Context: an optimization exercise on an open-source flow, tuned for a short achievable clock period and few clock cycles. The choices shown serve that exercise and are no tape-out recipe. The RTL was checked by simulation tests, not by an equivalence proof against the original design. Power figures rest on the tool's default switching activity, not on a simulated workload.

==> flow/design.v, too long to show whole: its modules and the start of the top module <==
// module armv4core: 1113 lines
// module ks_add32: 30 lines
module armv4core (
    input clk,
    input rst_n,
    input en,
    input           i_irq,
    input [31:0]    i_irq_r0,
    output          o_rom_en,
    output [31:0]   o_rom_addr,
    input [31:0]    i_rom_data,
    output          o_ram_en,
    output          o_ram_wr,
    output [1:0]    o_ram_size,
    output [31:0]   o_ram_addr,
    input [31:0]    i_ram_rdata,
    output [31:0]   o_ram_wdata
);
  // ...
==> flow/flow/run.sh <==
#!/bin/bash
set -uo pipefail
MARGIN=$(cat flow/margin.txt 2>/dev/null || echo 8)
bash standard.sh SETUP_SLACK_MARGIN=$MARGIN "BUFFER_PORTS_ARGS=-buffer_cell sky130_fd_sc_hd__buf_4" finish > standard.log 2>&1
st=$?
cp -f orfs/logs/*/armv4core/base/*.log . 2>/dev/null || true
exit $st
==> flow/flow/margin.txt <==
8
==> flow/standard.sh <==
#!/bin/bash
# synth_recipe.tcl (not shown) runs the flow's synth.tcl, then flattens the netlist and writes it again
# the make line also repeats each setting of config.mk as NAME=value (left out here)
make -C /OpenROAD-flow-scripts/flow DESIGN_CONFIG=/design/flow/config.mk WORK_HOME=/design/flow/orfs CLKGATE_MAP_FILE= SYNTH_SCRIPT=/design/flow/synth_recipe.tcl "${@:-finish}"
==> flow/config.mk <==
export PLATFORM = sky130hd
export DESIGN_NAME = armv4core
export DESIGN_NICKNAME = armv4core
export VERILOG_FILES = /design/flow/design.v
export SDC_FILE = /design/flow/constraint.sdc
export NUM_CORES = 8
export LEC_CHECK = 0
export CAP_MARGIN = 50
export CORE_MARGIN = 2
export CORE_UTILIZATION = 30
export GPL_TIMING_DRIVEN = 1
export SLEW_MARGIN = 50
export SYNTH_HIERARCHICAL = 1
export TNS_END_PERCENT = 100
==> flow/constraint.sdc <==
create_clock -name core_clock -period 12.5 [get_ports {clk}]
set_input_delay 2.5000 -clock core_clock [delete_from_list [all_inputs] [get_ports {clk}]]
set_output_delay 2.5000 -clock core_clock [all_outputs]
set_load 0.01 [all_outputs]
==> results.toml, run 1 <==
[floorplanning]
core_sq_um = 614000
start_util_pct = 30.1
dieArea_sq_um = 622000
num_tap_cells = 8120
die_h_um = 789

[cells_and_area]
multiInputGateArea_sq_um = 113000
fin_cells = 30300
design_area_sq_um = 225000
fin_util_pct = 36.6
area_delta_synth_final_pct = 21.6
seq_cells = 2784
num_antenna_cells = 152
num-fill-cells = 61700
clock_buffers = 487

[synth]
ys.warnings.count = 20
syn_nets = 22100
syn_area_sq_um = 185000

[power_and_ir_drop]
sequentialPowerShare_pct = 23.8
maxPowerGroup = "combinational cells"
pg_comb_w = 0.0418
p_int_w = 0.0318

[critical_path]
crit_fanout = 32
startpoint = "i_rom_data[19]"
reg2reg_setup_slack_ps = 7770
reg2reg_depth = 21
cp_num_cells = 14
critPathArrivalTime_ps = 5740

[detailed_routing]
routed.top_layer = "met5"
via_count = 196000
viasPerCell = 6.47

[clock_tree]
clock_latency_ps = 1090
cts_resized = 653

[timing]
clock_skew_ps = 129
finalHoldViolCount = 0
worst_pin_slew_ps = 914
relSlewSlack_pct = 37.3
slew_viol_final = 0

[outcome]
status = "complete, no violations"

[global_route]
busiest_layer = "met2"
grt_max_degree = 126
Testbench counts, summed over its fixed seeds: cycles 179,045.
==> run 2, diff against run 1 <==
--- a/flow/design.v
+++ b/flow/design.v
@@ -313,16 +313,17 @@
     wire efc = e_we & (rd_e == rc_sel) & (rc_sel != 4'd15);
     wire wfa = w_we & (w_rd == ra_idx) & (ra_idx != 4'd15);
     wire wfb = w_we & (w_rd == rb_idx) & (rb_idx != 4'd15);
     wire wfc = w_we & (w_rd == rc_sel) & (rc_sel != 4'd15);
     wire [31:0] ra_p = efa ? e_data : wfa ? w_data : rfa;
     wire [31:0] rb_p = efb ? e_data : wfb ? w_data : rfb;
     wire qfc = eq_v & (eq_idx == rc_sel) & (rc_sel != 4'd15);
     wire [31:0] rc_p = efc ? e_data : wfc ? w_data : qfc ? eq_data : rfc;
+    wire [31:0] rs_src = (efc & e_early_q) ? early_val_e : wfc ? w_data : qfc ? eq_data : rfc;
     wire [31:0] rd_p = rc_p;
     wire [31:0] ra_x = rfa;
     wire [31:0] rb_x = rfb;
     wire e_late_wr = e_late_q | e_earlyc_q;
     wire ra_early_x = ra_early & ~((r_ldr | r_hw) & r_store & ins_r[24]);
     wire r_lcmp = ~r_irq & (r_dp_i | (r_dp_rs & r_lsl0)) & ((ins_r[24:21] == 4'b1010) | (ins_r[24:21] == 4'b1011));
     wire e_ld_sx = sign_e & ~k_blk;      
     wire r_lcmp_ok = r_lcmp & ~e_ld_sx;
@@ -974,22 +975,22 @@
             addr_e <= (~e_busy & ~dfr_e) ? addr_sum :
                       dfr_e ? alu_res :
                       blk_acc ? (u_e ? addr_e + 32'd4 : addr_e - 32'd4) : addr_e;
             if (v_r & ~adv & ~e_busy & ~hazard & r_needpre & ~r_pre) begin
                 r_pre <= 1'b1;
                 off_q <= {sh_rrx ? nzcv[1] : sh_res[31], sh_res[30:0]} ^ {32{~ins_r[23]}};
             end
             if (v_r & r_dp_rr & ~r_pre & ~e_busy & ~hazard) begin
-                rs_amt_q <= rc_p[7:0];
-                sh_amt <= rc_p[4:0];
-                sh_zero <= (rc_p[7:0] == 8'd0);
-                sh_big <= (rc_p[7:5] != 3'd0);
-                sh_eq32 <= (rc_p[7:0] == 8'd32);
-                sh_k <= (ins_r[6:5] == 2'd0) ? (5'd0 - rc_p[4:0]) : rc_p[4:0];
+                rs_amt_q <= rs_src[7:0];
+                sh_amt <= rs_src[4:0];
+                sh_zero <= (rs_src[7:0] == 8'd0);
+                sh_big <= (rs_src[7:5] != 3'd0);
+                sh_eq32 <= (rs_src[7:0] == 8'd32);
+                sh_k <= (ins_r[6:5] == 2'd0) ? (5'd0 - rs_src[4:0]) : rs_src[4:0];
             end
             if (redir_e | (adv & v_r & redir_r)) begin
                 pc_f <= redir_e ? tgt_re : tgt_rr;
                 v_d <= 1'b0;
                 hold_v <= 1'b0;
                 rom_en_q <= 1'b1;
             end else begin
                 if (rom_en_q) pc_f <= bp_next ? bp_tgt : pc_f4;
==> run 2 against run 1 <==
Sequential cell count up 1. Critical path type is now flop to flop. Routed wire length up 2.1%. First-iteration DRC count about the same. Critical endpoint is now early_val_e[29]. Fmax down 6.0%. Via count up 0.32%.
==> results.toml, run 2 <==
[critical_path]
end_kind = "flop"
rr_startpoint = "nzcv[1]"
critPathArrivalTime_ps = 6070
cp-start-kind = "flop"
critPathKind = "flop to flop"
critPathBufInv = 3
cp_slowest_stage_delay_ps = 500
cp_slowest_cell = "dfrtp_2"
worstReg2RegEnd = "early_val_e[29]"
crit_fanout = 3
worstPathCellList = "a21o_4 -> fa_2 -> a21oi_2 -> o211ai_1 -> o2111a_2 -> o21a_1 -> a221o_2 -> mux2i_4 -> a2111oi_4 -> nand2_2 -> o31ai_4 -> buf_6 -> mux2i_1 -> o21ai_1 -> buf_6 -> nor3_4 -> o31ai_4 -> xnor2_1 -> mux2i_1 -> o21ai_2 -> buf_4 -> nand2_1 -> nand2_1"
reg2reg_setup_slack_ps = 7390
required_ps = 13470
critPathTopFamily = "compound AO/OA/AOI/OAI gates"
reg2reg_depth = 23

[power_and_ir_drop]
p_leak_nw = 94.9
pwr-share-clk_pct = 15.2
sequentialPowerShare_pct = 23.0
peakVddDrop_mv = 0.515
power.density_nw_per_um2 = 314
combPwrFrac_pct = 61.8
swShare_pct = 53.5
p_int_w = 0.0335
switching_power_w = 0.0385

[synth]
syn_nets = 22100
netlist_instances = 21700
syn_area_per_cell_sq_um = 8.48
ys.warnings.count = 20
syn_area_sq_um = 184000

[floorplanning]
dieArea_sq_um = 620000
io_pins = 201
core_sq_um = 611000
die_h_um = 787
rows = 287
fp.dieW_um = 787
start_util_pct = 30.1

[global_route]
grt_first_pass_wirelength_um = 1560000
overflow = 0
grt_max_degree = 118
grt_usage_pct = 36.0
grt_pass1_vias = 177000
antenna_found_initial = 155

[placement]
gp_congestion = 1.13
io_buffers = 200
place_inst = 29000
placedInstanceArea_sq_um = 201000
dp_hpwl_um = 808000

[clock_tree]
tritoncts = "built"
cts_sinks = 2785
cts_htree_levels = 5
clk_path_buf_depth = 4
ctsHoldBuffers = 0
cts_made_buffers = 340
cts_root_buf = "clkbuf_16"
clock_latency_ps = 1080
clk_pin_slew_ps = 70

[cells_and_area]
mostFrequentLayoutCells = "nand2_1 (3144), dfrtp_1 (2594), nor2_1 (1777)"
num-fill-cells = 61300
area_delta_synth_final_pct = 24.6
final_common_cell = "nand2_1"
fin_util_pct = 37.5
design_area_sq_um = 229000
fin_cells = 30500
drive_above_1_share_pct = 22.6
reg.largest.list = "rcur (480), rsh (480), pht (128)"
nNetsFinal = 22400

[timing]
setup_viol = 0
finalCritPeriodShare_pct = 40.9
slew_viol_final = 0
relSlewSlack_pct = 39.3
clock.fmax_mhz = 196
grt_setup_unrepaired = "yes"
clock_skew_ps = 99.9
worst_pin_slew_ps = 907
min_period_ps = 5110
setup-tns-final_ps = 0
finalHoldViolCount = 0

[detailed_routing]
via_count = 196000
initialDrtViolationCount = 33100
drc = 0
first_pass_iters = 17
wl_per_cell_um = 38.6
viasPerCell = 6.45
ant_nets = 0
wl_um = 1180000

[hold_path]
hold-path-cell-count = 2
min_path_type = "flop to flop"
min-delay-start = "pr_idx[1]"
hold_path_end = "idx_e[1]"

[job]
cap_violations = 0

[outcome]
status = "complete, no violations"
-- run 2: how the worst max path moves through the flow --
stage                   startpoint         endpoint  slack, ps  cells after the start
global route               nzcv[1]  early_val_e[29]       7300                     23
detailed placement  i_rom_data[18]        ra_val[5]       5800                     12
floorplan           i_ram_rdata[0]          nzcv[0]       7330                     17
CTS                        nzcv[1]  early_val_e[29]       7310                     23
global placement     i_rom_data[3]       rb_val[19]       4890                     14
finish                     nzcv[1]  early_val_e[29]       7390                     23
-- run 2: what timing repair did --
action | CTS | global route
endpoints found under the setup margin | 1895 | 825
gates cloned | 58 | 20
pin swaps | 300 | 390
gates resized for setup | 1082 | 643
endpoints found under the hold margin | 0 | 0
buffers inserted | 459 | 221
-- run 2: area by class of cell --
class                      count  area (sq um)  area share, %
timing repair buffer        1901         20400           8.88
antenna                       95           238          0.104
inverter                     344          1340          0.582
tap                         8092         10100           4.42
sequential                  2785         70000           30.5
clock buffer                 481          9870           4.31
clock inverter               139          2010          0.879
multi-input combinational  16600        115000           50.3
-- run 2: worst reg2reg max path: stages (launching register included) --
cell and delay [ps]:
dfrtp_2 500, a21o_4 260, fa_2 390, a21oi_2 190
o211ai_1 220, o2111a_2 340, o21a_1 230, a221o_2 400
mux2i_4 210, a2111oi_4 280, nand2_2 150, o31ai_4 110
buf_6 190, mux2i_1 90, o21ai_1 170, buf_6 130
nor3_4 40, o31ai_4 260, xnor2_1 150, mux2i_1 140
o21ai_2 280, buf_4 160, nand2_1 50, nand2_1 90
-- run 2: per-layer routing --
layer,part of all wire [%],track usage [%]
met5,0.086,0.562
met3,14,15.3
met4,10,29.0
met2,39,48.4
met1,37,44.4
-- run 2: power by group through the flow --
stage / Sequential, W / Clock, W / Combinational (W)
final: 0.0166 / 0.0109 / 0.0445
after detailed placement: 0.0163 / 0 / 0.0354
after global routing: 0.0165 / 0.0113 / 0.0447
after CTS: 0.0161 / 0.0109 / 0.0396
after global placement: 0.0162 / 0 / 0.0345
after floorplan: 0.0135 / 0 / 0.0186
-- run 2: metrics by stage --
| stage | hold WS, ps | power (W) | worst slack (ps) |
|---|---|---|---|
| floorplan | 439 | 0.0321 | 7330 |
| global placement | 449 | 0.0507 | 4890 |
| detailed placement | 450 | 0.0518 | 5800 |
| CTS | 464 | 0.0666 | 7310 |
| global route | 482 | 0.0725 | 7300 |
| finish | 465 | 0.0720 | 7390 |
Testbench counts of run 2, summed over its fixed seeds: cycles 179,045.
==> run 3, diff against run 2 <==
==> flow/flow/margin.txt (replaced) <==
10
==> run 3 against run 2 <==
The run now fails in global routing. Synthesized area is the same. Synthesized cell count unchanged.
==> results.toml, run 3 <==
[global_route]
overflow = 1
grt_max_degree = 72
grt_usage_pct = 43.8

[placement]
dp_hpwl_um = 768000
place_inst = 28900
gp_congestion = 1.10
io_buffers = 200

[clock_tree]
clk_path_buf_depth = 4
cts_made_buffers = 331
cts_root_buf = "clkbuf_16"
cts_htree_levels = 5
cts_sinks = 2785

[synth]
netlist_instances = 21700
syn_area_sq_um = 184000
ys.warnings.count = 20
syn_area_per_cell_sq_um = 8.48
syn_nets = 22100

[floorplanning]
io_pins = 201
rows = 287
fp.dieW_um = 787
start_util_pct = 30.1
die_h_um = 787

[outcome]
status = "stopped before the end"
lastStage = "global routing"
error = "[ERROR GRT-0232] Routing congestion too high. Check the congestion heatmap in the GUI."
## run 3: how the worst max path moves through the flow
stage | startpoint | to | slack, ps | cells past startpoint
CTS | nzcv[1] | rb_val[29] | 7580 | 21
detailed placement | nzcv[2] | rsh[3][25] | 6010 | 14
global placement | nzcv[0] | pc_f[30] | 5330 | 17
floorplan | i_ram_rdata[0] | nzcv[0] | 7330 | 17
## run 3: layer usage
metal	GRT overflow	GRT usage, %
met4	0	42.9
met2	1	57.4
met3	0	28.0
met5	0	12.8
met1	0	45.4
## run 3: power groups by stage
| stage | registers [W] | clock network, W | logic (W) |
|---|---|---|---|
| after detailed placement | 0.0168 | 0 | 0.0334 |
| after floorplan | 0.0135 | 0 | 0.0202 |
| after CTS | 0.0165 | 0.0108 | 0.0447 |
| after global placement | 0.0167 | 0 | 0.0326 |
## run 3: through the flow
step / setup WS [ps] / cell area, sq um
after floorplan: 7330 / 196000
after detailed placement: 6010 / 205000
after global placement: 5330 / 202000
after CTS: 7580 / 274000
## run 3: timing repair
action | 4_1_cts
buffers inserted | 1878
setup endpoints to repair | 4833
gates cloned | 717
resized for setup | 5151
hold buffers | 0
pin swaps | 1547
==> run 4, diff against run 3 <==
==> flow/flow/margin.txt (replaced) <==
8
--- a/flow/config.mk
+++ b/flow/config.mk
@@ -7,7 +7,7 @@
 export LEC_CHECK = 0
 export CAP_MARGIN = 50
 export CORE_MARGIN = 2
-export CORE_UTILIZATION = 30
+export CORE_UTILIZATION = 36
 export GPL_TIMING_DRIVEN = 1
 export SLEW_MARGIN = 50
 export SYNTH_HIERARCHICAL = 1
==> run 4 against run 3 <==
The run now finishes clean. Synthesized cell count did not move. Synthesized area did not move.
==> results.toml, run 4 <==
[outcome]
status = "complete, no violations"

[timing]
finalHoldViolCount = 0
finalCritPeriodShare_pct = 40.8
clock.fmax_mhz = 196
relSlewSlack_pct = 38.9
setup_viol = 0
min_period_ps = 5100
setup-tns-final_ps = 0
slew_viol_final = 0
setup_ws_ps = 7400
grt_setup_unrepaired = "yes"
worst_pin_slew_ps = 916
clock_skew_ps = 134
holdWs_ps = 469

[placement]
place_ws_ps = 5760
gp_congestion = 1.14
dp_hpwl_um = 793000
io_buffers = 200

[cells_and_area]
final_common_cell = "nand2_1"
nNetsFinal = 22200
reg.largest.list = "rcur (480), rsh (480), pht (128)"
fin_util_pct = 43.4
area_delta_synth_final_pct = 20.2
drive_above_1_share_pct = 20.6
mostFrequentLayoutCells = "nand2_1 (3166), dfrtp_1 (2581), nor2_1 (1787)"

[power_and_ir_drop]
p_leak_nw = 91.9
sequentialPowerShare_pct = 24.4
combPwrFrac_pct = 60.6
peakVddDrop_mv = 0.645
pwr-share-clk_pct = 15.0
power.total_w = 0.0691
p_int_w = 0.0318
swShare_pct = 53.9
power.density_nw_per_um2 = 312
switching_power_w = 0.0373

[clock_tree]
cts_htree_levels = 5
cts_made_buffers = 334
tritoncts = "built"
clk_pin_slew_ps = 70
clk_path_buf_depth = 4
cts_root_buf = "clkbuf_16"
clock_latency_ps = 1120
cts_sinks = 2785
ctsHoldBuffers = 0

[detailed_routing]
via_count = 194000
drc = 0
viasPerCell = 6.70
wl_um = 1130000
first_pass_iters = 12
ant_nets = 0
wl_per_cell_um = 39.0
initialDrtViolationCount = 33200

[critical_path]
end_kind = "flop"
crit_fanout = 8
critPathKind = "flop to flop"
cp-start-kind = "flop"
critPathArrivalTime_ps = 6070
required_ps = 13470

[synth]
netlist_instances = 21700
syn_area_per_cell_sq_um = 8.48
syn_nets = 22100
ys.warnings.count = 20
syn_area_sq_um = 184000

[floorplanning]
io_pins = 201
fp.dieW_um = 719
rows = 262
dieArea_sq_um = 517000
start_util_pct = 36.1
core_sq_um = 509000
die_h_um = 719

[global_route]
overflow = 0
grt_pass1_vias = 175000
grt_first_pass_wirelength_um = 1500000
grt_max_degree = 151
grt_usage_pct = 41.4
antenna_found_initial = 185

[hold_path]
min_path_type = "flop to flop"

[job]
cap_violations = 0
==> run 4: power groups by stage <==
| stage | clock network [W] | logic (W) | registers (W) |
|---|---|---|---|
| after global placement | 0 | 0.0334 | 0.0164 |
| after global routing | 0.0107 | 0.0422 | 0.0168 |
| after CTS | 0.0104 | 0.0374 | 0.0163 |
| after detailed placement | 0 | 0.0342 | 0.0165 |
| final | 0.0104 | 0.0419 | 0.0168 |
| after floorplan | 0 | 0.0186 | 0.0135 |
==> run 4: per-stage QoR <==
stage                     instance area [sq um]  std cells
after floorplan                          185000      21700
after global placement                   196000      27500
after detailed placement                 198000      27600
after CTS                                216000      28500
after global routing                     221000      28800
final                                    221000      28900
==> run 4: final cells by class <==
| class | count | area [sq um] |
|---|---|---|
| multi-input cells | 16600 | 113000 |
| diodes | 125 | 313 |
| inverters | 344 | 1350 |
| clock inverters | 125 | 1680 |
| well taps | 6732 | 8420 |
| fillers | 49700 | 288000 |
| repair buffers | 1639 | 16300 |
| flip-flops and latches | 2785 | 70000 |
| clock buffers | 485 | 9620 |
==> run 4: final timing paths <==
| check | from | end | slack [ps] | depth (start not counted) |
|---|---|---|---|---|
| setup / recovery | op2_e[6] | rb_val[6] | 7400 | 16 |
| hold / removal | pr_idx[1] | idx_e[1] | 470 | 2 |
| setup reg to reg | op2_e[6] | rb_val[6] | 7400 | 16 |
| hold reg to reg | pr_idx[1] | idx_e[1] | 470 | 2 |
| max in group asynchronous | rst_n | rcur[0][11] | 8730 | 6 |
| min in group asynchronous | rst_n | btb_tgt[3][4] | 1290 | 1 |
==> run 4: what timing repair did <==
| action | CTS | global route |
|---|---|---|
| endpoints found under the hold margin | 0 | 0 |
| gates cloned | 16 | 24 |
| resized for setup | 770 | 457 |
| pin swaps | 200 | 235 |
| setup endpoints to repair | 1781 | 959 |
| buffers inserted | 276 | 186 |
==> run 4: layer usage <==
layer	GRT usage [%]	wire length, um	share of wire, %	vias up
met4	33.6	115000	10	90
met3	19.0	168000	15	4307
li1	-	-	-	78200
met1	51.4	413000	37	95600
met2	54.3	427000	38	15400
met5	0.703	1790	0.16	-
==> run 4: critical path: stages, from the launching register on <==
cell and delay, ps:
dfrtp_1 410, buf_4 440, inv_1 480, ha_1 480
a221oi_1 430, o31ai_4 120, buf_12 160, mux2i_1 390
nand2_1 230, buf_4 260, nor3_1 190, o31ai_1 110
xnor2_1 150, mux2i_1 120, o21ai_2 670, mux2i_1 160
o21ai_1 160

separate check: timing with driven ports:
The flow's constraints put no driver on any port. The routed layouts listed below were extracted and timed again, unchanged, in two steps.
Step 1 assumes that a clkbuf_16 drives the clock port and a buf_2 every other input.
Step 2 adds t to the input delays and takes it off the output delays; t is the mean of the earliest and latest rising clock arrival at the registers after step 1. Input paths then give back, and output paths get back, about the clock's delay inside the block.
Slacks: ideal ports / drivers / drivers and shift; pairs: ideal ports / drivers.
run | t, ns | setup slack, ns | worst slew at a driven data input, ns
run 1 | 1.145 | 7.699 / 7.567 / 6.423 | 0.65
run 2 | 1.183 | 7.392 / 7.392 / 6.261 | 0.31
run 4 | 1.161 | 7.399 / 7.399 / 6.327 | 0.27
After both steps every run listed still meets setup and hold. For run 1, which loses most, drivers alone change the setup slack by -0.132 ns; drivers and shift together by -1.276 ns.
